Source: an optimization exercise on an open RTL-to-GDS flow (aim: small area, a short achievable clock period and few clock cycles per item). Production flows keep margins and buffers that such runs may drop.
Where RTL was checked, it was by simulation tests only, not by an equivalence proof against the original.
Function not checked in run 2: the RTL went through the layout flow alone.

File: flow/flow/run.sh
#!/bin/bash
# Standard layout (the standard.sh, unchanged synthesis), but the ports get
# plain buf_2 buffers instead of the clkdlybuf4s50 delay cells that
# buffer_ports picks by default.  ORFS writes each step's log under orfs/logs.
export BUFFER_PORTS_ARGS="-buffer_cell sky130_fd_sc_hd__buf_2"
bash standard.sh > standard.log 2>&1
File: flow/standard.sh
#!/bin/bash
# synth_recipe.tcl (not shown) runs the flow's synth.tcl, then flattens the netlist and writes it again
# the make line also repeats each setting of config.mk as NAME=value (left out here)
make -C /OpenROAD-flow-scripts/flow DESIGN_CONFIG=/design/flow/config.mk WORK_HOME=/design/flow/orfs CLKGATE_MAP_FILE= SYNTH_SCRIPT=/design/flow/synth_recipe.tcl "${@:-finish}"
File: flow/config.mk
export PLATFORM = sky130hd
export DESIGN_NAME = multiply
export DESIGN_NICKNAME = multiply
export VERILOG_FILES = /design/flow/design.v
export SDC_FILE = /design/flow/constraint.sdc
export NUM_CORES = 4
export LEC_CHECK = 0
export CAP_MARGIN = 20
export CORE_MARGIN = 2
export CORE_UTILIZATION = 40
export SETUP_SLACK_MARGIN = 0.5
export SLEW_MARGIN = 20
export SYNTH_HIERARCHICAL = 1
export SYNTH_MINIMUM_KEEP_SIZE = 0
File: flow/constraint.sdc
create_clock -name core_clock -period 4.5 [get_ports {clk}]
set_input_delay 0.9000 -clock core_clock [delete_from_list [all_inputs] [get_ports {clk}]]
set_output_delay 0.9000 -clock core_clock [all_outputs]
set_load 0.01 [all_outputs]
File: flow/design.v
module multiply (clk, prod, fin, mcand, mplier, reset);
	input clk, reset;
	output [63:0] prod;
	output fin;
	input [31:0] mcand, mplier;
	reg first;		 
	reg [1:0] cnt;		 
	reg [32:0] S, C;	 
	reg [11:0] lx, ly;	 
	reg cin;		 
	reg [5:0] e1, e2, en;	 
	reg [23:0] sh;	 
	assign fin = (cnt == 3);
	wire [35:0] mpx = {4'd0, mplier};
	wire [12:0] nxt = first ? mpx[23:11] : sh[23:11];	 
	wire [32:0] a = S & {33{~first}} | {1'b1, 32'd0} & {33{first}};
	wire [32:0] b = C & {33{~first}};
	wire [33:0] m1 = {2'b00, mcand};
	wire [33:0] m2 = {1'b0, mcand, 1'b0};
	wire [2:0] f0 = {mplier[1], mplier[0], 1'b0};
	wire [2:0] q0 = nxt[2:0];
	wire s1_0 = e1[0] | first & (f0[1] ^ f0[0]);
	wire s2_0 = e2[0] | first & ((f0 == 3'b100) | (f0 == 3'b011));
	wire ng0 = en[0] | first & f0[2];
	wire [33:0] r0 = (({34{s1_0}} & m1) | ({34{s2_0}} & m2)) ^ {34{ng0}};
	wire [2:0] f1 = {mplier[3], mplier[2], mplier[1]};
	wire [2:0] q1 = nxt[4:2];
	wire s1_1 = e1[1] | first & (f1[1] ^ f1[0]);
	wire s2_1 = e2[1] | first & ((f1 == 3'b100) | (f1 == 3'b011));
	wire ng1 = en[1] | first & f1[2];
	wire [33:0] r1 = (({34{s1_1}} & m1) | ({34{s2_1}} & m2)) ^ {34{ng1}};
	wire [2:0] f2 = {mplier[5], mplier[4], mplier[3]};
	wire [2:0] q2 = nxt[6:4];
	wire s1_2 = e1[2] | first & (f2[1] ^ f2[0]);
	wire s2_2 = e2[2] | first & ((f2 == 3'b100) | (f2 == 3'b011));
	wire ng2 = en[2] | first & f2[2];
	wire [33:0] r2 = (({34{s1_2}} & m1) | ({34{s2_2}} & m2)) ^ {34{ng2}};
	wire [2:0] f3 = {mplier[7], mplier[6], mplier[5]};
	wire [2:0] q3 = nxt[8:6];
	wire s1_3 = e1[3] | first & (f3[1] ^ f3[0]);
	wire s2_3 = e2[3] | first & ((f3 == 3'b100) | (f3 == 3'b011));
	wire ng3 = en[3] | first & f3[2];
	wire [33:0] r3 = (({34{s1_3}} & m1) | ({34{s2_3}} & m2)) ^ {34{ng3}};
	wire [2:0] f4 = {mplier[9], mplier[8], mplier[7]};
	wire [2:0] q4 = nxt[10:8];
	wire s1_4 = e1[4] | first & (f4[1] ^ f4[0]);
	wire s2_4 = e2[4] | first & ((f4 == 3'b100) | (f4 == 3'b011));
	wire ng4 = en[4] | first & f4[2];
	wire [33:0] r4 = (({34{s1_4}} & m1) | ({34{s2_4}} & m2)) ^ {34{ng4}};
	wire [2:0] f5 = {mplier[11], mplier[10], mplier[9]};
	wire [2:0] q5 = nxt[12:10];
	wire s1_5 = e1[5] | first & (f5[1] ^ f5[0]);
	wire s2_5 = e2[5] | first & ((f5 == 3'b100) | (f5 == 3'b011));
	wire ng5 = en[5] | first & f5[2];
	wire [33:0] r5 = (({34{s1_5}} & m1) | ({34{s2_5}} & m2)) ^ {34{ng5}};
	wire l0_6_0_s, l0_6_0_c;
	ha ul0_6_0 (a[6], b[6], l0_6_0_s, l0_6_0_c);
	wire l0_7_1_s, l0_7_1_c;
	ha ul0_7_1 (a[7], b[7], l0_7_1_s, l0_7_1_c);
	wire l0_8_2_s, l0_8_2_c;
	fa ul0_8_2 (a[8], b[8], r0[8], l0_8_2_s, l0_8_2_c);
	wire l0_8_3_s, l0_8_3_c;
	ha ul0_8_3 (r1[6], r2[4], l0_8_3_s, l0_8_3_c);
	wire l0_9_4_s, l0_9_4_c;
	fa ul0_9_4 (a[9], b[9], r0[9], l0_9_4_s, l0_9_4_c);
	wire l0_9_5_s, l0_9_5_c;
	ha ul0_9_5 (r1[7], r2[5], l0_9_5_s, l0_9_5_c);
	wire l0_10_6_s, l0_10_6_c;
	fa ul0_10_6 (a[10], b[10], r0[10], l0_10_6_s, l0_10_6_c);
	wire l0_10_7_s, l0_10_7_c;
	fa ul0_10_7 (r1[8], r2[6], r3[4], l0_10_7_s, l0_10_7_c);
	wire l0_10_8_s, l0_10_8_c;
	ha ul0_10_8 (r4[2], r5[0], l0_10_8_s, l0_10_8_c);
	wire l0_11_9_s, l0_11_9_c;
	fa ul0_11_9 (a[11], b[11], r0[11], l0_11_9_s, l0_11_9_c);
	wire l0_11_10_s, l0_11_10_c;
	fa ul0_11_10 (r1[9], r2[7], r3[5], l0_11_10_s, l0_11_10_c);
	wire l0_11_11_s, l0_11_11_c;
	ha ul0_11_11 (r4[3], r5[1], l0_11_11_s, l0_11_11_c);
	wire l0_12_12_s, l0_12_12_c;
	fa ul0_12_12 (a[12], b[12], r0[12], l0_12_12_s, l0_12_12_c);
	wire l0_12_13_s, l0_12_13_c;
	fa ul0_12_13 (r1[10], r2[8], r3[6], l0_12_13_s, l0_12_13_c);
	wire l0_12_14_s, l0_12_14_c;
	ha ul0_12_14 (r4[4], r5[2], l0_12_14_s, l0_12_14_c);
	wire l0_13_15_s, l0_13_15_c;
	fa ul0_13_15 (a[13], b[13], r0[13], l0_13_15_s, l0_13_15_c);
	wire l0_13_16_s, l0_13_16_c;
	fa ul0_13_16 (r1[11], r2[9], r3[7], l0_13_16_s, l0_13_16_c);
	wire l0_13_17_s, l0_13_17_c;
	ha ul0_13_17 (r4[5], r5[3], l0_13_17_s, l0_13_17_c);
	wire l0_14_18_s, l0_14_18_c;
	fa ul0_14_18 (a[14], b[14], r0[14], l0_14_18_s, l0_14_18_c);
	wire l0_14_19_s, l0_14_19_c;
	fa ul0_14_19 (r1[12], r2[10], r3[8], l0_14_19_s, l0_14_19_c);
	wire l0_14_20_s, l0_14_20_c;
	ha ul0_14_20 (r4[6], r5[4], l0_14_20_s, l0_14_20_c);
	wire l0_15_21_s, l0_15_21_c;
	fa ul0_15_21 (a[15], b[15], r0[15], l0_15_21_s, l0_15_21_c);
	wire l0_15_22_s, l0_15_22_c;
	fa ul0_15_22 (r1[13], r2[11], r3[9], l0_15_22_s, l0_15_22_c);
	wire l0_15_23_s, l0_15_23_c;
	ha ul0_15_23 (r4[7], r5[5], l0_15_23_s, l0_15_23_c);
	wire l0_16_24_s, l0_16_24_c;
	fa ul0_16_24 (a[16], b[16], r0[16], l0_16_24_s, l0_16_24_c);
	wire l0_16_25_s, l0_16_25_c;
	fa ul0_16_25 (r1[14], r2[12], r3[10], l0_16_25_s, l0_16_25_c);
	wire l0_16_26_s, l0_16_26_c;
	ha ul0_16_26 (r4[8], r5[6], l0_16_26_s, l0_16_26_c);
	wire l0_17_27_s, l0_17_27_c;
	fa ul0_17_27 (a[17], b[17], r0[17], l0_17_27_s, l0_17_27_c);
	wire l0_17_28_s, l0_17_28_c;
	fa ul0_17_28 (r1[15], r2[13], r3[11], l0_17_28_s, l0_17_28_c);
	wire l0_17_29_s, l0_17_29_c;
	ha ul0_17_29 (r4[9], r5[7], l0_17_29_s, l0_17_29_c);
	wire l0_18_30_s, l0_18_30_c;
	fa ul0_18_30 (a[18], b[18], r0[18], l0_18_30_s, l0_18_30_c);
	wire l0_18_31_s, l0_18_31_c;
	fa ul0_18_31 (r1[16], r2[14], r3[12], l0_18_31_s, l0_18_31_c);
	wire l0_18_32_s, l0_18_32_c;
	ha ul0_18_32 (r4[10], r5[8], l0_18_32_s, l0_18_32_c);
	wire l0_19_33_s, l0_19_33_c;
	fa ul0_19_33 (a[19], b[19], r0[19], l0_19_33_s, l0_19_33_c);
	wire l0_19_34_s, l0_19_34_c;
	fa ul0_19_34 (r1[17], r2[15], r3[13], l0_19_34_s, l0_19_34_c);
	wire l0_19_35_s, l0_19_35_c;
	ha ul0_19_35 (r4[11], r5[9], l0_19_35_s, l0_19_35_c);
	wire l0_20_36_s, l0_20_36_c;
	fa ul0_20_36 (a[20], b[20], r0[20], l0_20_36_s, l0_20_36_c);
	wire l0_20_37_s, l0_20_37_c;
	fa ul0_20_37 (r1[18], r2[16], r3[14], l0_20_37_s, l0_20_37_c);
	wire l0_20_38_s, l0_20_38_c;
	ha ul0_20_38 (r4[12], r5[10], l0_20_38_s, l0_20_38_c);
	wire l0_21_39_s, l0_21_39_c;
	fa ul0_21_39 (a[21], b[21], r0[21], l0_21_39_s, l0_21_39_c);
	wire l0_21_40_s, l0_21_40_c;
	fa ul0_21_40 (r1[19], r2[17], r3[15], l0_21_40_s, l0_21_40_c);
	wire l0_21_41_s, l0_21_41_c;
	ha ul0_21_41 (r4[13], r5[11], l0_21_41_s, l0_21_41_c);
	wire l0_22_42_s, l0_22_42_c;
	fa ul0_22_42 (a[22], b[22], r0[22], l0_22_42_s, l0_22_42_c);
	wire l0_22_43_s, l0_22_43_c;
	fa ul0_22_43 (r1[20], r2[18], r3[16], l0_22_43_s, l0_22_43_c);
	wire l0_22_44_s, l0_22_44_c;
	ha ul0_22_44 (r4[14], r5[12], l0_22_44_s, l0_22_44_c);
	wire l0_23_45_s, l0_23_45_c;
	fa ul0_23_45 (a[23], b[23], r0[23], l0_23_45_s, l0_23_45_c);
	wire l0_23_46_s, l0_23_46_c;
	fa ul0_23_46 (r1[21], r2[19], r3[17], l0_23_46_s, l0_23_46_c);
	wire l0_23_47_s, l0_23_47_c;
	ha ul0_23_47 (r4[15], r5[13], l0_23_47_s, l0_23_47_c);
	wire l0_24_48_s, l0_24_48_c;
	fa ul0_24_48 (a[24], b[24], r0[24], l0_24_48_s, l0_24_48_c);
	wire l0_24_49_s, l0_24_49_c;
	fa ul0_24_49 (r1[22], r2[20], r3[18], l0_24_49_s, l0_24_49_c);
	wire l0_24_50_s, l0_24_50_c;
	ha ul0_24_50 (r4[16], r5[14], l0_24_50_s, l0_24_50_c);
	wire l0_25_51_s, l0_25_51_c;
	fa ul0_25_51 (a[25], b[25], r0[25], l0_25_51_s, l0_25_51_c);
	wire l0_25_52_s, l0_25_52_c;
	fa ul0_25_52 (r1[23], r2[21], r3[19], l0_25_52_s, l0_25_52_c);
	wire l0_25_53_s, l0_25_53_c;
	ha ul0_25_53 (r4[17], r5[15], l0_25_53_s, l0_25_53_c);
	wire l0_26_54_s, l0_26_54_c;
	fa ul0_26_54 (a[26], b[26], r0[26], l0_26_54_s, l0_26_54_c);
	wire l0_26_55_s, l0_26_55_c;
	fa ul0_26_55 (r1[24], r2[22], r3[20], l0_26_55_s, l0_26_55_c);
	wire l0_26_56_s, l0_26_56_c;
	ha ul0_26_56 (r4[18], r5[16], l0_26_56_s, l0_26_56_c);
	wire l0_27_57_s, l0_27_57_c;
	fa ul0_27_57 (a[27], b[27], r0[27], l0_27_57_s, l0_27_57_c);
	wire l0_27_58_s, l0_27_58_c;
	fa ul0_27_58 (r1[25], r2[23], r3[21], l0_27_58_s, l0_27_58_c);
	wire l0_27_59_s, l0_27_59_c;
	ha ul0_27_59 (r4[19], r5[17], l0_27_59_s, l0_27_59_c);
	wire l0_28_60_s, l0_28_60_c;
	fa ul0_28_60 (a[28], b[28], r0[28], l0_28_60_s, l0_28_60_c);
	wire l0_28_61_s, l0_28_61_c;
	fa ul0_28_61 (r1[26], r2[24], r3[22], l0_28_61_s, l0_28_61_c);
	wire l0_28_62_s, l0_28_62_c;
	ha ul0_28_62 (r4[20], r5[18], l0_28_62_s, l0_28_62_c);
	wire l0_29_63_s, l0_29_63_c;
	fa ul0_29_63 (a[29], b[29], r0[29], l0_29_63_s, l0_29_63_c);
	wire l0_29_64_s, l0_29_64_c;
	fa ul0_29_64 (r1[27], r2[25], r3[23], l0_29_64_s, l0_29_64_c);
	wire l0_29_65_s, l0_29_65_c;
	ha ul0_29_65 (r4[21], r5[19], l0_29_65_s, l0_29_65_c);
	wire l0_30_66_s, l0_30_66_c;
	fa ul0_30_66 (a[30], b[30], r0[30], l0_30_66_s, l0_30_66_c);
	wire l0_30_67_s, l0_30_67_c;
	fa ul0_30_67 (r1[28], r2[26], r3[24], l0_30_67_s, l0_30_67_c);
	wire l0_30_68_s, l0_30_68_c;
	ha ul0_30_68 (r4[22], r5[20], l0_30_68_s, l0_30_68_c);
	wire l0_31_69_s, l0_31_69_c;
	fa ul0_31_69 (a[31], b[31], r0[31], l0_31_69_s, l0_31_69_c);
	wire l0_31_70_s, l0_31_70_c;
	fa ul0_31_70 (r1[29], r2[27], r3[25], l0_31_70_s, l0_31_70_c);
	wire l0_31_71_s, l0_31_71_c;
	ha ul0_31_71 (r4[23], r5[21], l0_31_71_s, l0_31_71_c);
	wire l0_32_72_s, l0_32_72_c;
	fa ul0_32_72 (a[32], b[32], r0[32], l0_32_72_s, l0_32_72_c);
	wire l0_32_73_s, l0_32_73_c;
	fa ul0_32_73 (r1[30], r2[28], r3[26], l0_32_73_s, l0_32_73_c);
	wire l0_32_74_s = r4[24] ^ r5[22] ^ 1'b1;
	wire l0_32_74_c = (r4[24] & r5[22]) | (r4[24] & 1'b1) | (r5[22] & 1'b1);
	wire l0_33_75_s, l0_33_75_c;
	fa ul0_33_75 (~r0[33], r1[31], r2[29], l0_33_75_s, l0_33_75_c);
	wire l0_33_76_s, l0_33_76_c;
	ha ul0_33_76 (r3[27], r4[25], l0_33_76_s, l0_33_76_c);
	wire l0_34_77_s, l0_34_77_c;
	fa ul0_34_77 (r1[32], r2[30], r3[28], l0_34_77_s, l0_34_77_c);
	wire l1_2_78_s, l1_2_78_c;
	ha ul1_2_78 (a[2], b[2], l1_2_78_s, l1_2_78_c);
	wire l1_3_79_s, l1_3_79_c;
	ha ul1_3_79 (a[3], b[3], l1_3_79_s, l1_3_79_c);
	wire l1_4_80_s, l1_4_80_c;
	fa ul1_4_80 (a[4], b[4], r0[4], l1_4_80_s, l1_4_80_c);
	wire l1_4_81_s, l1_4_81_c;
	ha ul1_4_81 (r1[2], r2[0], l1_4_81_s, l1_4_81_c);
	wire l1_5_82_s, l1_5_82_c;
	fa ul1_5_82 (a[5], b[5], r0[5], l1_5_82_s, l1_5_82_c);
	wire l1_5_83_s, l1_5_83_c;
	ha ul1_5_83 (r1[3], r2[1], l1_5_83_s, l1_5_83_c);
	wire l1_6_84_s, l1_6_84_c;
	fa ul1_6_84 (l0_6_0_s, r0[6], r1[4], l1_6_84_s, l1_6_84_c);
	wire l1_6_85_s, l1_6_85_c;
	fa ul1_6_85 (r2[2], r3[0], ng3, l1_6_85_s, l1_6_85_c);
	wire l1_7_86_s, l1_7_86_c;
	fa ul1_7_86 (l0_6_0_c, l0_7_1_s, r0[7], l1_7_86_s, l1_7_86_c);
	wire l1_7_87_s, l1_7_87_c;
	fa ul1_7_87 (r1[5], r2[3], r3[1], l1_7_87_s, l1_7_87_c);
	wire l1_8_88_s, l1_8_88_c;
	fa ul1_8_88 (l0_7_1_c, l0_8_2_s, l0_8_3_s, l1_8_88_s, l1_8_88_c);
	wire l1_8_89_s, l1_8_89_c;
	fa ul1_8_89 (r3[2], r4[0], ng4, l1_8_89_s, l1_8_89_c);
	wire l1_9_90_s, l1_9_90_c;
	fa ul1_9_90 (l0_8_2_c, l0_8_3_c, l0_9_4_s, l1_9_90_s, l1_9_90_c);
	wire l1_9_91_s, l1_9_91_c;
	fa ul1_9_91 (l0_9_5_s, r3[3], r4[1], l1_9_91_s, l1_9_91_c);
	wire l1_10_92_s, l1_10_92_c;
	fa ul1_10_92 (l0_9_4_c, l0_9_5_c, l0_10_6_s, l1_10_92_s, l1_10_92_c);
	wire l1_10_93_s, l1_10_93_c;
	fa ul1_10_93 (l0_10_7_s, l0_10_8_s, ng5, l1_10_93_s, l1_10_93_c);
	wire l1_11_94_s, l1_11_94_c;
	fa ul1_11_94 (l0_10_6_c, l0_10_7_c, l0_10_8_c, l1_11_94_s, l1_11_94_c);
	wire l1_11_95_s, l1_11_95_c;
	fa ul1_11_95 (l0_11_9_s, l0_11_10_s, l0_11_11_s, l1_11_95_s, l1_11_95_c);
	wire l1_12_96_s, l1_12_96_c;
	fa ul1_12_96 (l0_11_9_c, l0_11_10_c, l0_11_11_c, l1_12_96_s, l1_12_96_c);
	wire l1_12_97_s, l1_12_97_c;
	fa ul1_12_97 (l0_12_12_s, l0_12_13_s, l0_12_14_s, l1_12_97_s, l1_12_97_c);
	wire l1_13_98_s, l1_13_98_c;
	fa ul1_13_98 (l0_12_12_c, l0_12_13_c, l0_12_14_c, l1_13_98_s, l1_13_98_c);
	wire l1_13_99_s, l1_13_99_c;
	fa ul1_13_99 (l0_13_15_s, l0_13_16_s, l0_13_17_s, l1_13_99_s, l1_13_99_c);
	wire l1_14_100_s, l1_14_100_c;
	fa ul1_14_100 (l0_13_15_c, l0_13_16_c, l0_13_17_c, l1_14_100_s, l1_14_100_c);
	wire l1_14_101_s, l1_14_101_c;
	fa ul1_14_101 (l0_14_18_s, l0_14_19_s, l0_14_20_s, l1_14_101_s, l1_14_101_c);
	wire l1_15_102_s, l1_15_102_c;
	fa ul1_15_102 (l0_14_18_c, l0_14_19_c, l0_14_20_c, l1_15_102_s, l1_15_102_c);
	wire l1_15_103_s, l1_15_103_c;
	fa ul1_15_103 (l0_15_21_s, l0_15_22_s, l0_15_23_s, l1_15_103_s, l1_15_103_c);
	wire l1_16_104_s, l1_16_104_c;
	fa ul1_16_104 (l0_15_21_c, l0_15_22_c, l0_15_23_c, l1_16_104_s, l1_16_104_c);
	wire l1_16_105_s, l1_16_105_c;
	fa ul1_16_105 (l0_16_24_s, l0_16_25_s, l0_16_26_s, l1_16_105_s, l1_16_105_c);
	wire l1_17_106_s, l1_17_106_c;
	fa ul1_17_106 (l0_16_24_c, l0_16_25_c, l0_16_26_c, l1_17_106_s, l1_17_106_c);
	wire l1_17_107_s, l1_17_107_c;
	fa ul1_17_107 (l0_17_27_s, l0_17_28_s, l0_17_29_s, l1_17_107_s, l1_17_107_c);
	wire l1_18_108_s, l1_18_108_c;
	fa ul1_18_108 (l0_17_27_c, l0_17_28_c, l0_17_29_c, l1_18_108_s, l1_18_108_c);
	wire l1_18_109_s, l1_18_109_c;
	fa ul1_18_109 (l0_18_30_s, l0_18_31_s, l0_18_32_s, l1_18_109_s, l1_18_109_c);
	wire l1_19_110_s, l1_19_110_c;
	fa ul1_19_110 (l0_18_30_c, l0_18_31_c, l0_18_32_c, l1_19_110_s, l1_19_110_c);
	wire l1_19_111_s, l1_19_111_c;
	fa ul1_19_111 (l0_19_33_s, l0_19_34_s, l0_19_35_s, l1_19_111_s, l1_19_111_c);
	wire l1_20_112_s, l1_20_112_c;
	fa ul1_20_112 (l0_19_33_c, l0_19_34_c, l0_19_35_c, l1_20_112_s, l1_20_112_c);
	wire l1_20_113_s, l1_20_113_c;
	fa ul1_20_113 (l0_20_36_s, l0_20_37_s, l0_20_38_s, l1_20_113_s, l1_20_113_c);
	wire l1_21_114_s, l1_21_114_c;
	fa ul1_21_114 (l0_20_36_c, l0_20_37_c, l0_20_38_c, l1_21_114_s, l1_21_114_c);
	wire l1_21_115_s, l1_21_115_c;
	fa ul1_21_115 (l0_21_39_s, l0_21_40_s, l0_21_41_s, l1_21_115_s, l1_21_115_c);
	wire l1_22_116_s, l1_22_116_c;
	fa ul1_22_116 (l0_21_39_c, l0_21_40_c, l0_21_41_c, l1_22_116_s, l1_22_116_c);
	wire l1_22_117_s, l1_22_117_c;
	fa ul1_22_117 (l0_22_42_s, l0_22_43_s, l0_22_44_s, l1_22_117_s, l1_22_117_c);
	wire l1_23_118_s, l1_23_118_c;
	fa ul1_23_118 (l0_22_42_c, l0_22_43_c, l0_22_44_c, l1_23_118_s, l1_23_118_c);
	wire l1_23_119_s, l1_23_119_c;
	fa ul1_23_119 (l0_23_45_s, l0_23_46_s, l0_23_47_s, l1_23_119_s, l1_23_119_c);
	wire l1_24_120_s, l1_24_120_c;
	fa ul1_24_120 (l0_23_45_c, l0_23_46_c, l0_23_47_c, l1_24_120_s, l1_24_120_c);
	wire l1_24_121_s, l1_24_121_c;
	fa ul1_24_121 (l0_24_48_s, l0_24_49_s, l0_24_50_s, l1_24_121_s, l1_24_121_c);
	wire l1_25_122_s, l1_25_122_c;
	fa ul1_25_122 (l0_24_48_c, l0_24_49_c, l0_24_50_c, l1_25_122_s, l1_25_122_c);
	wire l1_25_123_s, l1_25_123_c;
	fa ul1_25_123 (l0_25_51_s, l0_25_52_s, l0_25_53_s, l1_25_123_s, l1_25_123_c);
	wire l1_26_124_s, l1_26_124_c;
	fa ul1_26_124 (l0_25_51_c, l0_25_52_c, l0_25_53_c, l1_26_124_s, l1_26_124_c);
	wire l1_26_125_s, l1_26_125_c;
	fa ul1_26_125 (l0_26_54_s, l0_26_55_s, l0_26_56_s, l1_26_125_s, l1_26_125_c);
	wire l1_27_126_s, l1_27_126_c;
	fa ul1_27_126 (l0_26_54_c, l0_26_55_c, l0_26_56_c, l1_27_126_s, l1_27_126_c);
	wire l1_27_127_s, l1_27_127_c;
	fa ul1_27_127 (l0_27_57_s, l0_27_58_s, l0_27_59_s, l1_27_127_s, l1_27_127_c);
	wire l1_28_128_s, l1_28_128_c;
	fa ul1_28_128 (l0_27_57_c, l0_27_58_c, l0_27_59_c, l1_28_128_s, l1_28_128_c);
	wire l1_28_129_s, l1_28_129_c;
	fa ul1_28_129 (l0_28_60_s, l0_28_61_s, l0_28_62_s, l1_28_129_s, l1_28_129_c);
	wire l1_29_130_s, l1_29_130_c;
	fa ul1_29_130 (l0_28_60_c, l0_28_61_c, l0_28_62_c, l1_29_130_s, l1_29_130_c);
	wire l1_29_131_s, l1_29_131_c;
	fa ul1_29_131 (l0_29_63_s, l0_29_64_s, l0_29_65_s, l1_29_131_s, l1_29_131_c);
	wire l1_30_132_s, l1_30_132_c;
	fa ul1_30_132 (l0_29_63_c, l0_29_64_c, l0_29_65_c, l1_30_132_s, l1_30_132_c);
	wire l1_30_133_s, l1_30_133_c;
	fa ul1_30_133 (l0_30_66_s, l0_30_67_s, l0_30_68_s, l1_30_133_s, l1_30_133_c);
	wire l1_31_134_s, l1_31_134_c;
	fa ul1_31_134 (l0_30_66_c, l0_30_67_c, l0_30_68_c, l1_31_134_s, l1_31_134_c);
	wire l1_31_135_s, l1_31_135_c;
	fa ul1_31_135 (l0_31_69_s, l0_31_70_s, l0_31_71_s, l1_31_135_s, l1_31_135_c);
	wire l1_32_136_s, l1_32_136_c;
	fa ul1_32_136 (l0_31_69_c, l0_31_70_c, l0_31_71_c, l1_32_136_s, l1_32_136_c);
	wire l1_32_137_s, l1_32_137_c;
	fa ul1_32_137 (l0_32_72_s, l0_32_73_s, l0_32_74_s, l1_32_137_s, l1_32_137_c);
	wire l1_33_138_s, l1_33_138_c;
	fa ul1_33_138 (l0_32_72_c, l0_32_73_c, l0_32_74_c, l1_33_138_s, l1_33_138_c);
	wire l1_33_139_s, l1_33_139_c;
	fa ul1_33_139 (l0_33_75_s, l0_33_76_s, r5[23], l1_33_139_s, l1_33_139_c);
	wire l1_34_140_s, l1_34_140_c;
	fa ul1_34_140 (l0_33_75_c, l0_33_76_c, l0_34_77_s, l1_34_140_s, l1_34_140_c);
	wire l1_34_141_s = r4[26] ^ r5[24] ^ 1'b1;
	wire l1_34_141_c = (r4[26] & r5[24]) | (r4[26] & 1'b1) | (r5[24] & 1'b1);
	wire l1_35_142_s, l1_35_142_c;
	fa ul1_35_142 (l0_34_77_c, ~r1[33], r2[31], l1_35_142_s, l1_35_142_c);
	wire l1_35_143_s, l1_35_143_c;
	fa ul1_35_143 (r3[29], r4[27], r5[25], l1_35_143_s, l1_35_143_c);
	wire l1_36_144_s, l1_36_144_c;
	fa ul1_36_144 (r2[32], r3[30], r4[28], l1_36_144_s, l1_36_144_c);
	wire l1_36_145_s = r5[26] ^ 1'b1;
	wire l1_36_145_c = r5[26] & 1'b1;
	wire l1_37_146_s, l1_37_146_c;
	fa ul1_37_146 (~r2[33], r3[31], r4[29], l1_37_146_s, l1_37_146_c);
	wire l1_38_147_s, l1_38_147_c;
	ha ul1_38_147 (r3[32], r4[30], l1_38_147_s, l1_38_147_c);
	wire l2_0_148_s, l2_0_148_c;
	ha ul2_0_148 (a[0], b[0], l2_0_148_s, l2_0_148_c);
	wire l2_1_149_s, l2_1_149_c;
	ha ul2_1_149 (a[1], b[1], l2_1_149_s, l2_1_149_c);
	wire l2_2_150_s, l2_2_150_c;
	fa ul2_2_150 (l1_2_78_s, r0[2], r1[0], l2_2_150_s, l2_2_150_c);
	wire l2_3_151_s, l2_3_151_c;
	fa ul2_3_151 (l1_2_78_c, l1_3_79_s, r0[3], l2_3_151_s, l2_3_151_c);
	wire l2_4_152_s, l2_4_152_c;
	fa ul2_4_152 (l1_3_79_c, l1_4_80_s, l1_4_81_s, l2_4_152_s, l2_4_152_c);
	wire l2_5_153_s, l2_5_153_c;
	fa ul2_5_153 (l1_4_80_c, l1_4_81_c, l1_5_82_s, l2_5_153_s, l2_5_153_c);
	wire l2_6_154_s, l2_6_154_c;
	fa ul2_6_154 (l1_5_82_c, l1_5_83_c, l1_6_84_s, l2_6_154_s, l2_6_154_c);
	wire l2_7_155_s, l2_7_155_c;
	fa ul2_7_155 (l1_6_84_c, l1_6_85_c, l1_7_86_s, l2_7_155_s, l2_7_155_c);
	wire l2_8_156_s, l2_8_156_c;
	fa ul2_8_156 (l1_7_86_c, l1_7_87_c, l1_8_88_s, l2_8_156_s, l2_8_156_c);
	wire l2_9_157_s, l2_9_157_c;
	fa ul2_9_157 (l1_8_88_c, l1_8_89_c, l1_9_90_s, l2_9_157_s, l2_9_157_c);
	wire l2_10_158_s, l2_10_158_c;
	fa ul2_10_158 (l1_9_90_c, l1_9_91_c, l1_10_92_s, l2_10_158_s, l2_10_158_c);
	wire l2_11_159_s, l2_11_159_c;
	fa ul2_11_159 (l1_10_92_c, l1_10_93_c, l1_11_94_s, l2_11_159_s, l2_11_159_c);
	wire l2_12_160_s, l2_12_160_c;
	fa ul2_12_160 (l1_11_94_c, l1_11_95_c, l1_12_96_s, l2_12_160_s, l2_12_160_c);
	wire l2_13_161_s, l2_13_161_c;
	fa ul2_13_161 (l1_12_96_c, l1_12_97_c, l1_13_98_s, l2_13_161_s, l2_13_161_c);
	wire l2_14_162_s, l2_14_162_c;
	fa ul2_14_162 (l1_13_98_c, l1_13_99_c, l1_14_100_s, l2_14_162_s, l2_14_162_c);
	wire l2_15_163_s, l2_15_163_c;
	fa ul2_15_163 (l1_14_100_c, l1_14_101_c, l1_15_102_s, l2_15_163_s, l2_15_163_c);
	wire l2_16_164_s, l2_16_164_c;
	fa ul2_16_164 (l1_15_102_c, l1_15_103_c, l1_16_104_s, l2_16_164_s, l2_16_164_c);
	wire l2_17_165_s, l2_17_165_c;
	fa ul2_17_165 (l1_16_104_c, l1_16_105_c, l1_17_106_s, l2_17_165_s, l2_17_165_c);
	wire l2_18_166_s, l2_18_166_c;
	fa ul2_18_166 (l1_17_106_c, l1_17_107_c, l1_18_108_s, l2_18_166_s, l2_18_166_c);
	wire l2_19_167_s, l2_19_167_c;
	fa ul2_19_167 (l1_18_108_c, l1_18_109_c, l1_19_110_s, l2_19_167_s, l2_19_167_c);
	wire l2_20_168_s, l2_20_168_c;
	fa ul2_20_168 (l1_19_110_c, l1_19_111_c, l1_20_112_s, l2_20_168_s, l2_20_168_c);
	wire l2_21_169_s, l2_21_169_c;
	fa ul2_21_169 (l1_20_112_c, l1_20_113_c, l1_21_114_s, l2_21_169_s, l2_21_169_c);
	wire l2_22_170_s, l2_22_170_c;
	fa ul2_22_170 (l1_21_114_c, l1_21_115_c, l1_22_116_s, l2_22_170_s, l2_22_170_c);
	wire l2_23_171_s, l2_23_171_c;
	fa ul2_23_171 (l1_22_116_c, l1_22_117_c, l1_23_118_s, l2_23_171_s, l2_23_171_c);
	wire l2_24_172_s, l2_24_172_c;
	fa ul2_24_172 (l1_23_118_c, l1_23_119_c, l1_24_120_s, l2_24_172_s, l2_24_172_c);
	wire l2_25_173_s, l2_25_173_c;
	fa ul2_25_173 (l1_24_120_c, l1_24_121_c, l1_25_122_s, l2_25_173_s, l2_25_173_c);
	wire l2_26_174_s, l2_26_174_c;
	fa ul2_26_174 (l1_25_122_c, l1_25_123_c, l1_26_124_s, l2_26_174_s, l2_26_174_c);
	wire l2_27_175_s, l2_27_175_c;
	fa ul2_27_175 (l1_26_124_c, l1_26_125_c, l1_27_126_s, l2_27_175_s, l2_27_175_c);
	wire l2_28_176_s, l2_28_176_c;
	fa ul2_28_176 (l1_27_126_c, l1_27_127_c, l1_28_128_s, l2_28_176_s, l2_28_176_c);
	wire l2_29_177_s, l2_29_177_c;
	fa ul2_29_177 (l1_28_128_c, l1_28_129_c, l1_29_130_s, l2_29_177_s, l2_29_177_c);
	wire l2_30_178_s, l2_30_178_c;
	fa ul2_30_178 (l1_29_130_c, l1_29_131_c, l1_30_132_s, l2_30_178_s, l2_30_178_c);
	wire l2_31_179_s, l2_31_179_c;
	fa ul2_31_179 (l1_30_132_c, l1_30_133_c, l1_31_134_s, l2_31_179_s, l2_31_179_c);
	wire l2_32_180_s, l2_32_180_c;
	fa ul2_32_180 (l1_31_134_c, l1_31_135_c, l1_32_136_s, l2_32_180_s, l2_32_180_c);
	wire l2_33_181_s, l2_33_181_c;
	fa ul2_33_181 (l1_32_136_c, l1_32_137_c, l1_33_138_s, l2_33_181_s, l2_33_181_c);
	wire l2_34_182_s, l2_34_182_c;
	fa ul2_34_182 (l1_33_138_c, l1_33_139_c, l1_34_140_s, l2_34_182_s, l2_34_182_c);
	wire l2_35_183_s, l2_35_183_c;
	fa ul2_35_183 (l1_34_140_c, l1_34_141_c, l1_35_142_s, l2_35_183_s, l2_35_183_c);
	wire l2_36_184_s, l2_36_184_c;
	fa ul2_36_184 (l1_35_142_c, l1_35_143_c, l1_36_144_s, l2_36_184_s, l2_36_184_c);
	wire l2_37_185_s, l2_37_185_c;
	fa ul2_37_185 (l1_36_144_c, l1_36_145_c, l1_37_146_s, l2_37_185_s, l2_37_185_c);
	wire l2_38_186_s, l2_38_186_c;
	fa ul2_38_186 (l1_37_146_c, l1_38_147_s, r5[28], l2_38_186_s, l2_38_186_c);
	wire l2_39_187_s, l2_39_187_c;
	fa ul2_39_187 (l1_38_147_c, ~r3[33], r4[31], l2_39_187_s, l2_39_187_c);
	wire l2_40_188_s, l2_40_188_c;
	ha ul2_40_188 (r4[32], r5[30], l2_40_188_s, l2_40_188_c);
	wire l3_0_189_s, l3_0_189_c;
	ha ul3_0_189 (l2_0_148_s, r0[0], l3_0_189_s, l3_0_189_c);
	wire l3_1_190_s, l3_1_190_c;
	fa ul3_1_190 (l2_0_148_c, l2_1_149_s, r0[1], l3_1_190_s, l3_1_190_c);
	wire l3_2_191_s, l3_2_191_c;
	fa ul3_2_191 (l2_1_149_c, l2_2_150_s, ng1, l3_2_191_s, l3_2_191_c);
	wire l3_3_192_s, l3_3_192_c;
	fa ul3_3_192 (l2_2_150_c, l2_3_151_s, r1[1], l3_3_192_s, l3_3_192_c);
	wire l3_4_193_s, l3_4_193_c;
	fa ul3_4_193 (l2_3_151_c, l2_4_152_s, ng2, l3_4_193_s, l3_4_193_c);
	wire l3_5_194_s, l3_5_194_c;
	fa ul3_5_194 (l2_4_152_c, l2_5_153_s, l1_5_83_s, l3_5_194_s, l3_5_194_c);
	wire l3_6_195_s, l3_6_195_c;
	fa ul3_6_195 (l2_5_153_c, l2_6_154_s, l1_6_85_s, l3_6_195_s, l3_6_195_c);
	wire l3_7_196_s, l3_7_196_c;
	fa ul3_7_196 (l2_6_154_c, l2_7_155_s, l1_7_87_s, l3_7_196_s, l3_7_196_c);
	wire l3_8_197_s, l3_8_197_c;
	fa ul3_8_197 (l2_7_155_c, l2_8_156_s, l1_8_89_s, l3_8_197_s, l3_8_197_c);
	wire l3_9_198_s, l3_9_198_c;
	fa ul3_9_198 (l2_8_156_c, l2_9_157_s, l1_9_91_s, l3_9_198_s, l3_9_198_c);
	wire l3_10_199_s, l3_10_199_c;
	fa ul3_10_199 (l2_9_157_c, l2_10_158_s, l1_10_93_s, l3_10_199_s, l3_10_199_c);
	wire l3_11_200_s, l3_11_200_c;
	fa ul3_11_200 (l2_10_158_c, l2_11_159_s, l1_11_95_s, l3_11_200_s, l3_11_200_c);
	wire l3_12_201_s, l3_12_201_c;
	fa ul3_12_201 (l2_11_159_c, l2_12_160_s, l1_12_97_s, l3_12_201_s, l3_12_201_c);
	wire l3_13_202_s, l3_13_202_c;
	fa ul3_13_202 (l2_12_160_c, l2_13_161_s, l1_13_99_s, l3_13_202_s, l3_13_202_c);
	wire l3_14_203_s, l3_14_203_c;
	fa ul3_14_203 (l2_13_161_c, l2_14_162_s, l1_14_101_s, l3_14_203_s, l3_14_203_c);
	wire l3_15_204_s, l3_15_204_c;
	fa ul3_15_204 (l2_14_162_c, l2_15_163_s, l1_15_103_s, l3_15_204_s, l3_15_204_c);
	wire l3_16_205_s, l3_16_205_c;
	fa ul3_16_205 (l2_15_163_c, l2_16_164_s, l1_16_105_s, l3_16_205_s, l3_16_205_c);
	wire l3_17_206_s, l3_17_206_c;
	fa ul3_17_206 (l2_16_164_c, l2_17_165_s, l1_17_107_s, l3_17_206_s, l3_17_206_c);
	wire l3_18_207_s, l3_18_207_c;
	fa ul3_18_207 (l2_17_165_c, l2_18_166_s, l1_18_109_s, l3_18_207_s, l3_18_207_c);
	wire l3_19_208_s, l3_19_208_c;
	fa ul3_19_208 (l2_18_166_c, l2_19_167_s, l1_19_111_s, l3_19_208_s, l3_19_208_c);
	wire l3_20_209_s, l3_20_209_c;
	fa ul3_20_209 (l2_19_167_c, l2_20_168_s, l1_20_113_s, l3_20_209_s, l3_20_209_c);
	wire l3_21_210_s, l3_21_210_c;
	fa ul3_21_210 (l2_20_168_c, l2_21_169_s, l1_21_115_s, l3_21_210_s, l3_21_210_c);
	wire l3_22_211_s, l3_22_211_c;
	fa ul3_22_211 (l2_21_169_c, l2_22_170_s, l1_22_117_s, l3_22_211_s, l3_22_211_c);
	wire l3_23_212_s, l3_23_212_c;
	fa ul3_23_212 (l2_22_170_c, l2_23_171_s, l1_23_119_s, l3_23_212_s, l3_23_212_c);
	wire l3_24_213_s, l3_24_213_c;
	fa ul3_24_213 (l2_23_171_c, l2_24_172_s, l1_24_121_s, l3_24_213_s, l3_24_213_c);
	wire l3_25_214_s, l3_25_214_c;
	fa ul3_25_214 (l2_24_172_c, l2_25_173_s, l1_25_123_s, l3_25_214_s, l3_25_214_c);
	wire l3_26_215_s, l3_26_215_c;
	fa ul3_26_215 (l2_25_173_c, l2_26_174_s, l1_26_125_s, l3_26_215_s, l3_26_215_c);
	wire l3_27_216_s, l3_27_216_c;
	fa ul3_27_216 (l2_26_174_c, l2_27_175_s, l1_27_127_s, l3_27_216_s, l3_27_216_c);
	wire l3_28_217_s, l3_28_217_c;
	fa ul3_28_217 (l2_27_175_c, l2_28_176_s, l1_28_129_s, l3_28_217_s, l3_28_217_c);
	wire l3_29_218_s, l3_29_218_c;
	fa ul3_29_218 (l2_28_176_c, l2_29_177_s, l1_29_131_s, l3_29_218_s, l3_29_218_c);
	wire l3_30_219_s, l3_30_219_c;
	fa ul3_30_219 (l2_29_177_c, l2_30_178_s, l1_30_133_s, l3_30_219_s, l3_30_219_c);
	wire l3_31_220_s, l3_31_220_c;
	fa ul3_31_220 (l2_30_178_c, l2_31_179_s, l1_31_135_s, l3_31_220_s, l3_31_220_c);
	wire l3_32_221_s, l3_32_221_c;
	fa ul3_32_221 (l2_31_179_c, l2_32_180_s, l1_32_137_s, l3_32_221_s, l3_32_221_c);
	wire l3_33_222_s, l3_33_222_c;
	fa ul3_33_222 (l2_32_180_c, l2_33_181_s, l1_33_139_s, l3_33_222_s, l3_33_222_c);
	wire l3_34_223_s, l3_34_223_c;
	fa ul3_34_223 (l2_33_181_c, l2_34_182_s, l1_34_141_s, l3_34_223_s, l3_34_223_c);
	wire l3_35_224_s, l3_35_224_c;
	fa ul3_35_224 (l2_34_182_c, l2_35_183_s, l1_35_143_s, l3_35_224_s, l3_35_224_c);
	wire l3_36_225_s, l3_36_225_c;
	fa ul3_36_225 (l2_35_183_c, l2_36_184_s, l1_36_145_s, l3_36_225_s, l3_36_225_c);
	wire l3_37_226_s, l3_37_226_c;
	fa ul3_37_226 (l2_36_184_c, l2_37_185_s, r5[27], l3_37_226_s, l3_37_226_c);
	wire l3_38_227_s = l2_37_185_c ^ l2_38_186_s ^ 1'b1;
	wire l3_38_227_c = (l2_37_185_c & l2_38_186_s) | (l2_37_185_c & 1'b1) | (l2_38_186_s & 1'b1);
	wire l3_39_228_s, l3_39_228_c;
	fa ul3_39_228 (l2_38_186_c, l2_39_187_s, r5[29], l3_39_228_s, l3_39_228_c);
	wire l3_40_229_s = l2_39_187_c ^ l2_40_188_s ^ 1'b1;
	wire l3_40_229_c = (l2_39_187_c & l2_40_188_s) | (l2_39_187_c & 1'b1) | (l2_40_188_s & 1'b1);
	wire l3_41_230_s, l3_41_230_c;
	fa ul3_41_230 (l2_40_188_c, ~r4[33], r5[31], l3_41_230_s, l3_41_230_c);
	wire l3_42_231_s = r5[32] ^ 1'b1;
	wire l3_42_231_c = r5[32] & 1'b1;
	wire [44:0] x = {1'b0, l3_42_231_c, l3_41_230_c, l3_40_229_c, l3_39_228_c, l3_38_227_c, l3_37_226_c, l3_36_225_c, l3_35_224_c, l3_34_223_c, l3_33_222_c, l3_32_221_c, l3_31_220_c, l3_30_219_c, l3_29_218_c, l3_28_217_c, l3_27_216_c, l3_26_215_c, l3_25_214_c, l3_24_213_c, l3_23_212_c, l3_22_211_c, l3_21_210_c, l3_20_209_c, l3_19_208_c, l3_18_207_c, l3_17_206_c, l3_16_205_c, l3_15_204_c, l3_14_203_c, l3_13_202_c, l3_12_201_c, l3_11_200_c, l3_10_199_c, l3_9_198_c, l3_8_197_c, l3_7_196_c, l3_6_195_c, l3_5_194_c, l3_4_193_c, l3_3_192_c, l3_2_191_c, l3_1_190_c, l3_0_189_c, l3_0_189_s};
	wire [44:0] y = {1'b0, ~r5[33], l3_42_231_s, l3_41_230_s, l3_40_229_s, l3_39_228_s, l3_38_227_s, l3_37_226_s, l3_36_225_s, l3_35_224_s, l3_34_223_s, l3_33_222_s, l3_32_221_s, l3_31_220_s, l3_30_219_s, l3_29_218_s, l3_28_217_s, l3_27_216_s, l3_26_215_s, l3_25_214_s, l3_24_213_s, l3_23_212_s, l3_22_211_s, l3_21_210_s, l3_20_209_s, l3_19_208_s, l3_18_207_s, l3_17_206_s, l3_16_205_s, l3_15_204_s, l3_14_203_s, l3_13_202_s, l3_12_201_s, l3_11_200_s, l3_10_199_s, l3_9_198_s, l3_8_197_s, l3_7_196_s, l3_6_195_s, l3_5_194_s, l3_4_193_s, l3_3_192_s, l3_2_191_s, l3_1_190_s, ng0};
	wire [13:0] lows = {1'b0, lx, cin} + {1'b0, ly, cin};
	wire [12:0] low = lows[13:1];	 
	always @(posedge clk) begin
		first <= reset;
		if (reset)
			cnt <= 0;
		else if (cnt != 3)
			cnt <= cnt + 1'b1;
		S <= x[44:12];
		C <= y[44:12];
		lx <= x[11:0];
		ly <= y[11:0];
		cin <= low[12] & ~first;
		e1 <= reset ? 6'd0 : {q5[1] ^ q5[0], q4[1] ^ q4[0], q3[1] ^ q3[0], q2[1] ^ q2[0], q1[1] ^ q1[0], q0[1] ^ q0[0]};
		e2 <= reset ? 6'd0 : {(q5 == 3'b100) | (q5 == 3'b011), (q4 == 3'b100) | (q4 == 3'b011), (q3 == 3'b100) | (q3 == 3'b011), (q2 == 3'b100) | (q2 == 3'b011), (q1 == 3'b100) | (q1 == 3'b011), (q0 == 3'b100) | (q0 == 3'b011)};
		en <= reset ? 6'd0 : {q5[2], q4[2], q3[2], q2[2], q1[2], q0[2]};
		sh <= first ? mpx[35:12] : {low[11:0], sh[23:12]};
	end
	wire [40:0] his = {S, lx, cin} + {C, ly, cin};
	wire [39:0] hi = his[40:1];
	assign prod = {hi, sh};
endmodule
module fa (a, b, c, s, co);
	input a, b, c;
	output s, co;
	assign s = a ^ b ^ c;
	assign co = (a & b) | (a & c) | (b & c);
endmodule
module ha (a, b, s, co);
	input a, b;
	output s, co;
	assign s = a ^ b;
	assign co = a & b;
endmodule
==> metrics.yaml, run 1 <==
routing:
  via_count: 11216
  drc: 0
  wire_per_inst_um: 23.0
  ant_nets: 0
  drt_iter0_drc: 812
  drtPass1Iterations: 8
  wl_um: 45300
  via_per_inst: 5.69
floorplan:
  io_pins: 131
  fp.dieH_um: 195
  std_cell_rows: 69
  initial_core_util: 0.407
  fp.dieW_um: 195
  coreArea_um2: 35700
  fp.dieArea_um2: 37800
timing:
  rsz0062_at_grt: "true"
  tns_ns: 0
  final.period_utilization: 0.874
  max_slew_margin: 0.594
  worst_pin_slew_ns: 0.592
  setup_viol: 0
  hold_viol_final: 0
  fmax_mhz: 254
  drv_slew: 0
  fin_ws_ns: 0.565
  skew_ns: 0.0128
  fin_crit_ns: 3.93
cts:
  clk_latency_ns: 0.44
  clk_transition_reported_paths_ns: 0.06
  cts-root-buf: "clkbuf_16"
  cts_tree: "built"
  post_cts_buffers: 0
  cts_buffer_depth: 2
  numCtsBuffers: 17
  cts_max_level: 4
  cts_hold_buf: 0
  clock-sinks: 134
global_routing:
  antenna_found_initial: 1
  overflow: 0
  grt_max_degree: 53
  grtUsageTotal: 0.243
  grt_pass1_wl_um: 69900
  grt_pass1_vias: 11632
finish:
  fill_cells: 3318
  seq_area_um2: 2690
  multi_input_comb_area_um2: 11700
  layout.nets: 1854
  final_cell_mix: "xnor2_1, fa_1, dfxtp_1"
  drive_above_1_share: 0.233
  final_common_cell: "xnor2_1"
  area_growth_pct: 16.0
worst_setup_path:
  crit_path_end_kind: "flop"
  worst-setup-path-type: "input pin to flop"
  arrival_ns: 4.24
  start_kind: "input pin"
  critPathMaxFanout: 32
  cp.required_ns: 4.81
placed_design:
  io_buffers: 130
  hpwl_um: 33900
  gp_congestion: 0.886
  pre_cts_ws_ns: 0.0853
synth:
  avgSynthCellArea_um2: 10.2
  async_flop_share: 0
  synthSimpleGateAreaFrac: 0.0782
  synth_cells: 1429
  synth-xor-area-share: 0.142
  synth.distinct_cells: 69
  yosysSeqAreaShare: 0.185
  synth_top_family_by_area: "adder cells"
  syn_area_um2: 14500
  synth.largest_area_cell: "fa_1"
  synth_compound_area_frac: 0.174
  synthMuxAreaShare: 0.0253
  synth_edf_count: 0
  synth.area.top_cells: "fa_1, dfxtp_1, xnor2_1"
  synth_top_flop_cell: "dfxtp_1"
  yosysWarnings: 7
  yosys.area.top_type_share: 0.263
  ys_seq_elements: 134
  synth-adder-area-share: 0.351
status:
  status: "complete, no violations"
hold_path:
  min_path_type: "flop to flop"
flow_run:
  drv_cap: 0
[routing by layer]
metal	part of all wire	vias up	wire length, um	GRT usage
li1	-	5046	-	-
met1	0.43	5693	19600	0.319
met2	0.49	405	22200	0.410
met3	0.051	72	2300	0.0370
met4	0.027	0	1240	0.0823
met5	0	-	0	0
[logic make-up after synthesis]
| group | after synthesis |
|---|---|
| flip-flops | 134 |
| XOR/XNOR | 235 |
| buffers and inverters | 167 |
| AND/OR/NAND/NOR | 217 |
| AO/OA/AOI/OAI | 347 |
| multiplexers | 35 |
| other | 1 |
| adder cells (fa/ha/maj) | 293 |
[critical path, cell delays in order]
cell     delay, ns
buf_2         0.11
inv_1         0.04
ha_1          0.18
mux2_2        0.27
a21o_1        0.21
buf_12        0.17
a22oi_2       0.24
xnor2_1       0.20
fa_2          0.51
fa_2          0.38
fa_1          0.54
fa_1          0.43
[layout make-up]
class                   instances  area share
multi-input cells            1128       0.695
flip-flops and latches        134       0.160
repair buffers                159      0.0642
well taps                     461      0.0343
clock buffers                  18      0.0261
inverters                      55      0.0129
clock inverters                14     0.00832
diodes                          1    0.000149
[synthesized netlist by cell type, types with 2 or more instances]
cell / n
o211ai_2: 3
nand2_2: 2
a211oi_1: 4
o21bai_1: 12
buf_2: 13
a21oi_1: 57
a211oi_2: 2
nand2_1: 51
a31oi_1: 4
buf_1: 23
nor4_1: 3
inv_1: 49
and2_1: 2
a21o_1: 20
o21ai_1: 6
nor2b_1: 78
a22oi_1: 185
o21a_1: 4
and3_1: 3
or4_1: 2
inv_2: 5
clkbuf_1: 75
mux2i_1: 21
nor3_1: 4
mux2_2: 14
nand4_1: 10
xor2_1: 15
dfxtp_1: 134
ha_1: 102
nor2_1: 38
nand2b_1: 5
a21boi_1: 2
nand3_1: 11
fa_1: 191
or3_1: 2
o21ai_0: 20
a21oi_2: 4
o211ai_1: 3
xnor2_1: 220
[Yosys stat by module (local to each module, per instance)]
module | cells inside | area, um^2 | flops+latches
multiply | 1203 | 10300 | 134
fa | 1 | 20.0 | 0
ha | 1 | 12.5 | 0
[final timing paths]
kind / cells after the start / slack [ns] / start / endpoint
hold reg to reg: 2 / 0.50 / cnt[1] / cnt[1]
setup / recovery: 12 / 0.57 / mplier[1] / C[13]
hold / removal: 2 / 0.50 / cnt[1] / cnt[1]
setup reg to reg: 10 / 0.85 / first / C[1]
[per-stage QoR]
step	util	hold slack, ns	instance area [um^2]	cells
after floorplan	-	0.446	15000	1429
after global placement	0.454	0.480	16200	1937
after detailed placement	0.454	0.507	16200	1937
after CTS	0.471	0.522	16800	1969
after global routing	0.472	0.539	16800	1970
final	0.472	0.505	16800	1970
[timing repair]
action | 4_1_cts | 5_1_grt
pin swaps | 0 | 3
gates resized for setup | 2 | 10
endpoints found under the setup margin | 3 | 10
[state kept, by name, summed over array words and instances (netlist names)]
name   cells
en         6
lx        12
sh        24
first      1
cin        1
e1         6
ly        12
C         32
e2         6
cnt        2
S         32
Testbench counts, summed over its fixed seeds: cycles 12,800, items 3,200.
==> inputs of run 2 (changes only) <==
--- a/flow/design.v
+++ b/flow/design.v
@@ -10,3 +10,3 @@
 	reg cin;		 
-	reg [5:0] e1, e2, en;	 
+	reg [5:0] e1, e2;	 
 	reg [23:0] sh;	 
@@ -21,5 +21,7 @@
 	wire [2:0] q0 = nxt[2:0];
-	wire s1_0 = e1[0] | first & (f0[1] ^ f0[0]);
-	wire s2_0 = e2[0] | first & ((f0 == 3'b100) | (f0 == 3'b011));
-	wire ng0 = en[0] | first & f0[2];
+	wire fs1_0, fs2_0;
+	benc ue0 (f0, fs1_0, fs2_0);
+	wire s1_0 = e1[0] | first & fs1_0;
+	wire s2_0 = e2[0] | first & fs2_0;
+	wire ng0 = first ? mplier[1] : sh[1];
 	wire [33:0] r0 = (({34{s1_0}} & m1) | ({34{s2_0}} & m2)) ^ {34{ng0}};
@@ -27,5 +29,7 @@
 	wire [2:0] q1 = nxt[4:2];
-	wire s1_1 = e1[1] | first & (f1[1] ^ f1[0]);
-	wire s2_1 = e2[1] | first & ((f1 == 3'b100) | (f1 == 3'b011));
-	wire ng1 = en[1] | first & f1[2];
+	wire fs1_1, fs2_1;
+	benc ue1 (f1, fs1_1, fs2_1);
+	wire s1_1 = e1[1] | first & fs1_1;
+	wire s2_1 = e2[1] | first & fs2_1;
+	wire ng1 = first ? mplier[3] : sh[3];
 	wire [33:0] r1 = (({34{s1_1}} & m1) | ({34{s2_1}} & m2)) ^ {34{ng1}};
@@ -33,5 +37,7 @@
 	wire [2:0] q2 = nxt[6:4];
-	wire s1_2 = e1[2] | first & (f2[1] ^ f2[0]);
-	wire s2_2 = e2[2] | first & ((f2 == 3'b100) | (f2 == 3'b011));
-	wire ng2 = en[2] | first & f2[2];
+	wire fs1_2, fs2_2;
+	benc ue2 (f2, fs1_2, fs2_2);
+	wire s1_2 = e1[2] | first & fs1_2;
+	wire s2_2 = e2[2] | first & fs2_2;
+	wire ng2 = first ? mplier[5] : sh[5];
 	wire [33:0] r2 = (({34{s1_2}} & m1) | ({34{s2_2}} & m2)) ^ {34{ng2}};
@@ -39,5 +45,7 @@
 	wire [2:0] q3 = nxt[8:6];
-	wire s1_3 = e1[3] | first & (f3[1] ^ f3[0]);
-	wire s2_3 = e2[3] | first & ((f3 == 3'b100) | (f3 == 3'b011));
-	wire ng3 = en[3] | first & f3[2];
+	wire fs1_3, fs2_3;
+	benc ue3 (f3, fs1_3, fs2_3);
+	wire s1_3 = e1[3] | first & fs1_3;
+	wire s2_3 = e2[3] | first & fs2_3;
+	wire ng3 = first ? mplier[7] : sh[7];
 	wire [33:0] r3 = (({34{s1_3}} & m1) | ({34{s2_3}} & m2)) ^ {34{ng3}};
@@ -45,5 +53,7 @@
 	wire [2:0] q4 = nxt[10:8];
-	wire s1_4 = e1[4] | first & (f4[1] ^ f4[0]);
-	wire s2_4 = e2[4] | first & ((f4 == 3'b100) | (f4 == 3'b011));
-	wire ng4 = en[4] | first & f4[2];
+	wire fs1_4, fs2_4;
+	benc ue4 (f4, fs1_4, fs2_4);
+	wire s1_4 = e1[4] | first & fs1_4;
+	wire s2_4 = e2[4] | first & fs2_4;
+	wire ng4 = first ? mplier[9] : sh[9];
 	wire [33:0] r4 = (({34{s1_4}} & m1) | ({34{s2_4}} & m2)) ^ {34{ng4}};
@@ -51,5 +61,7 @@
 	wire [2:0] q5 = nxt[12:10];
-	wire s1_5 = e1[5] | first & (f5[1] ^ f5[0]);
-	wire s2_5 = e2[5] | first & ((f5 == 3'b100) | (f5 == 3'b011));
-	wire ng5 = en[5] | first & f5[2];
+	wire fs1_5, fs2_5;
+	benc ue5 (f5, fs1_5, fs2_5);
+	wire s1_5 = e1[5] | first & fs1_5;
+	wire s2_5 = e2[5] | first & fs2_5;
+	wire ng5 = first ? mplier[11] : sh[11];
 	wire [33:0] r5 = (({34{s1_5}} & m1) | ({34{s2_5}} & m2)) ^ {34{ng5}};
@@ -536,3 +548,2 @@
 		e2 <= reset ? 6'd0 : {(q5 == 3'b100) | (q5 == 3'b011), (q4 == 3'b100) | (q4 == 3'b011), (q3 == 3'b100) | (q3 == 3'b011), (q2 == 3'b100) | (q2 == 3'b011), (q1 == 3'b100) | (q1 == 3'b011), (q0 == 3'b100) | (q0 == 3'b011)};
-		en <= reset ? 6'd0 : {q5[2], q4[2], q3[2], q2[2], q1[2], q0[2]};
 		sh <= first ? mpx[35:12] : {low[11:0], sh[23:12]};
@@ -543,2 +554,8 @@
 endmodule
+module benc (g, s1, s2);
+	input [2:0] g;
+	output s1, s2;
+	assign s1 = g[1] ^ g[0];
+	assign s2 = (g == 3'b100) | (g == 3'b011);
+endmodule
 module fa (a, b, c, s, co);
==> flow/flow/run.sh (replaced) <==
#!/bin/bash
# Standard layout, but with plain buffers on the ports instead of delay cells.
export BUFFER_PORTS_ARGS="-buffer_cell sky130_fd_sc_hd__buf_2"
bash standard.sh > standard.log 2>&1
==> run 2 against run 1 <==
Net effect: synthesized cell count fell by 6.8%; largest cell class unchanged; register-to-register slack lost 0.14 ns; critical path type is now flop to output pin; non-clock buffer count increased by 7.
==> metrics.yaml, run 2 <==
routing:
  wire_per_inst_um: 22.8  # -0.83%
  drc: 0  # unchanged
  wl_met2_um: 20800  # -6.6%
  drt_iter0_drc: 778  # -4.2%
  via_count: 10547  # -6.0%
  wl_met3_um: 2650  # +15%
  via_per_inst: 5.59  # -1.8%
  dr.max_layer_used: "met4"
  met1_length_um: 18200  # -6.8%
  drtPass1Iterations: 6  # -2
  wl_um: 43000  # -5.1%
  ant_nets: 0  # unchanged
global_routing:
  grt_max_degree: 46  # -13%
  grt_pass1_vias: 11300  # -2.9%
  grtUsageTotal: 0.244  # +0.00116
  overflow: 0  # unchanged
  grt_pass1_wl_um: 66800  # -4.5%
  antenna_found_initial: 0  # -1
placed_design:
  io_buffers: 130  # unchanged
  gp_congestion: 0.854  # -3.6%
  pre_cts_ws_ns: 0.105  # +0.0196 ns
  hpwl_um: 31800  # -6.3%
  dp_cells: 1848  # -4.6%
status:
  status: "complete, no violations"
floorplan:
  io_pins: 131  # unchanged
  fp.dieW_um: 191  # -1.7%
  initial_core_util: 0.405  # -0.00170
  fp.dieArea_um2: 36500  # -3.5%
  coreArea_um2: 34500  # -3.1%
  std_cell_rows: 68  # -1.4%
  fp.dieH_um: 191  # -1.7%
worst_setup_path:
  critPathMaxFanout: 5  # -84%
  cpPeakStageDelay_ns: 0.41  # -0.13 ns
  worst-setup-path-type: "flop to output pin"
  arrival_ns: 3.05  # -1.19 ns
  cp.required_ns: 3.60  # -1.21 ns
  start_kind: "flop"
  crit_chain: "fa_2 -> a211oi_2 -> o21ai_2 -> o2111ai_4 -> a21oi_4 -> o211ai_4 -> o211ai_2 -> a41oi_2 -> o21bai_2 -> xor2_1 -> buf_2"
  worst_path_max_delay_cell: "fa_2"
  crit_path_end_kind: "output pin"
synth:
  async_flop_share: 0  # unchanged
  synth_top_family_by_area: "adder cells"
  syn_area_um2: 14000  # -3.5%
  ys_seq_elements: 128  # -4.5%
  yosysSeqAreaShare: 0.183  # -0.00182
  synth_cells: 1332  # -6.8%
  synth.area.top_cells: "fa_1, dfxtp_1, xnor2_1"
  synth_top_flop_cell: "dfxtp_1"
  synth-xor-area-share: 0.149  # +0.00706
  synthMuxAreaShare: 0.0308  # +0.00548
  yosys-top-cells-count: "xnor2_1, fa_1, a22oi_1, dfxtp_1, ha_1"
  yosys.area.top_type_share: 0.273  # +0.00962
  synthSimpleGateAreaFrac: 0.0633  # -0.0148
  synth_most_common_cell: "xnor2_1"
  synth.distinct_cells: 57  # -17%
  yosysWarnings: 7  # unchanged
  synth-adder-area-share: 0.366  # +0.0146
  synth.largest_area_cell: "fa_1"
  avgSynthCellArea_um2: 10.5  # +3.5%
  synth_edf_count: 0  # unchanged
  synth_compound_area_frac: 0.167  # -0.00731
cts:
  clk_latency_ns: 0.45  # about the same
  cts_hold_buf: 0  # unchanged
  cts_tree: "built"
  cts-root-buf: "clkbuf_16"
  clk_transition_reported_paths_ns: 0.06  # about the same
  numCtsBuffers: 17  # unchanged
  cts_max_level: 4  # unchanged
  cts_buffer_depth: 2  # unchanged
  clock-sinks: 128  # -4.5%
finish:
  final_cells: 1886  # -4.3%
  area_growth_pct: 18.1
  reg_top3: "C (32), S (32), sh (24)"
  layout.nets: 1778  # -4.1%
  utilization: 0.479  # +0.00637
  final_cell_mix: "xnor2_1, fa_1, buf_2"
  drive_above_1_share: 0.274  # +0.0414
  final_common_cell: "xnor2_1"
timing:
  worst_pin_slew_ns: 0.865  # +0.273 ns
  rsz0062_at_grt: "true"
  tns_ns: 0  # unchanged
  final.period_utilization: 0.877  # +0.00293
  fmax_mhz: 253  # -0.33%
  setup_viol: 0  # unchanged
  fin_crit_ns: 3.95  # +0.0132 ns
  max_slew_margin: 0.423  # -0.170
  hold_viol_final: 0  # unchanged
  skew_ns: 0.0116  # -0.00120 ns
  drv_slew: 0  # unchanged
  fin_ws_ns: 0.552  # -0.0132 ns
flow_run:
  drv_cap: 0  # unchanged
hold_path:
  min_path_type: "flop to flop"
==> run 2: layout make-up <==
| cell class | instances | area [um^2] |
|---|---|---|
| flip-flops and latches | 128 | 2570 |
| fillers | 3288 | 18000 |
| clock buffers | 20 | 468 |
| well taps | 455 | 569 |
| repair buffers | 166 | 1080 |
| clock inverters | 12 | 98.8 |
| diodes | 1 | 2.50 |
| multi-input cells | 1054 | 11500 |
| inverters | 50 | 200 |
==> run 2: cells by family (layout without fill, tap and decap cells) <==
family,Yosys count,count (layout)
XOR/XNOR,238,238
AND/OR/NAND/NOR,168,168
buffers and inverters,152,248
other,1,4
AO/OA/AOI/OAI,311,311
multiplexers,39,39
adder cells (fa/ha/maj),295,295
flip-flops,128,128
==> run 2: through the flow <==
step                instance area (um^2)  hold WS (ns)
floorplan                          14500         0.468
global placement                   15700         0.481
detailed placement                 15700         0.515
CTS                                16300         0.532
global route                       16500         0.540
finish                             16500         0.520
==> run 2: worst paths after layout <==
| kind | startpoint | cells past startpoint | slack (ns) | to |
|---|---|---|---|---|
| min reg2reg | cnt[1] | 2 | 0.52 | cnt[1] |
| max | ly[0] | 11 | 0.55 | prod[57] |
| min | cnt[1] | 2 | 0.52 | cnt[1] |
| max reg2reg | first | 9 | 0.71 | C[22] |
==> run 2: layer usage <==
metal / global-route usage / vias up
li1: - / 4752
met1: 0.324 / 5326
met2: 0.408 / 401
met3: 0.0329 / 68
met5: 0 / -
met4: 0.0882 / 0
==> run 2: critical path: cells and delay by family (launching register included) <==
| kind | cells | cell delay [ns] |
|---|---|---|
| fa+ha+maj | 1 | 0.41 |
| xor+xnor | 1 | 0.14 |
| compound gates | 8 | 1.56 |
| flops | 1 | 0.33 |
| buf+inv | 1 | 0.15 |
==> run 2: modules after synthesis, one instance, submodules excluded <==
| module | times used | cells inside | cell area (um^2) | flip-flops and latches |
|---|---|---|---|---|
| fa | 190 | 1 | 20.0 | 0 |
| multiply | 1 | 1076 | 9470 | 128 |
| benc | 6 | 5 | 47.5 | 0 |
| ha | 36 | 1 | 12.5 | 0 |
==> run 2: timing repair <==
action	in CTS	in global routing
setup endpoints to repair	9	22
gates resized for setup	12	38
buffers inserted	2	3
pin swaps	13	23
endpoints found under the hold margin	0	0

==> what the ideal ports hide <==
In the flow no input, the clock included, has a driving cell. The finished layouts below were timed again as built, in two steps. Step 1 (the two cells are an assumption about what drives the block):
set clk [get_ports {clk}]
set_driving_cell -lib_cell sky130_fd_sc_hd__clkbuf_16 $clk
set_driving_cell -lib_cell sky130_fd_sc_hd__buf_2 [delete_from_list [all_inputs] $clk]
Step 2 also shifts input and output timing later by t, the mid clock arrival at the registers, as if the neighbouring blocks saw the same clock. a / b / c = no drivers / after step 1 / after step 2; a / b = the first two.
run	shift t [ns]	setup slack, ns	pins driven straight from the clock port
run 1	0.482	0.565 / 0.555 / 0.104	1
run 2	0.494	0.552 / 0.498 / 0.121	1
After both steps every run listed still meets setup and hold. For run 1, which loses most, drivers alone change the setup slack by -0.010 ns; drivers and shift together by -0.461 ns.
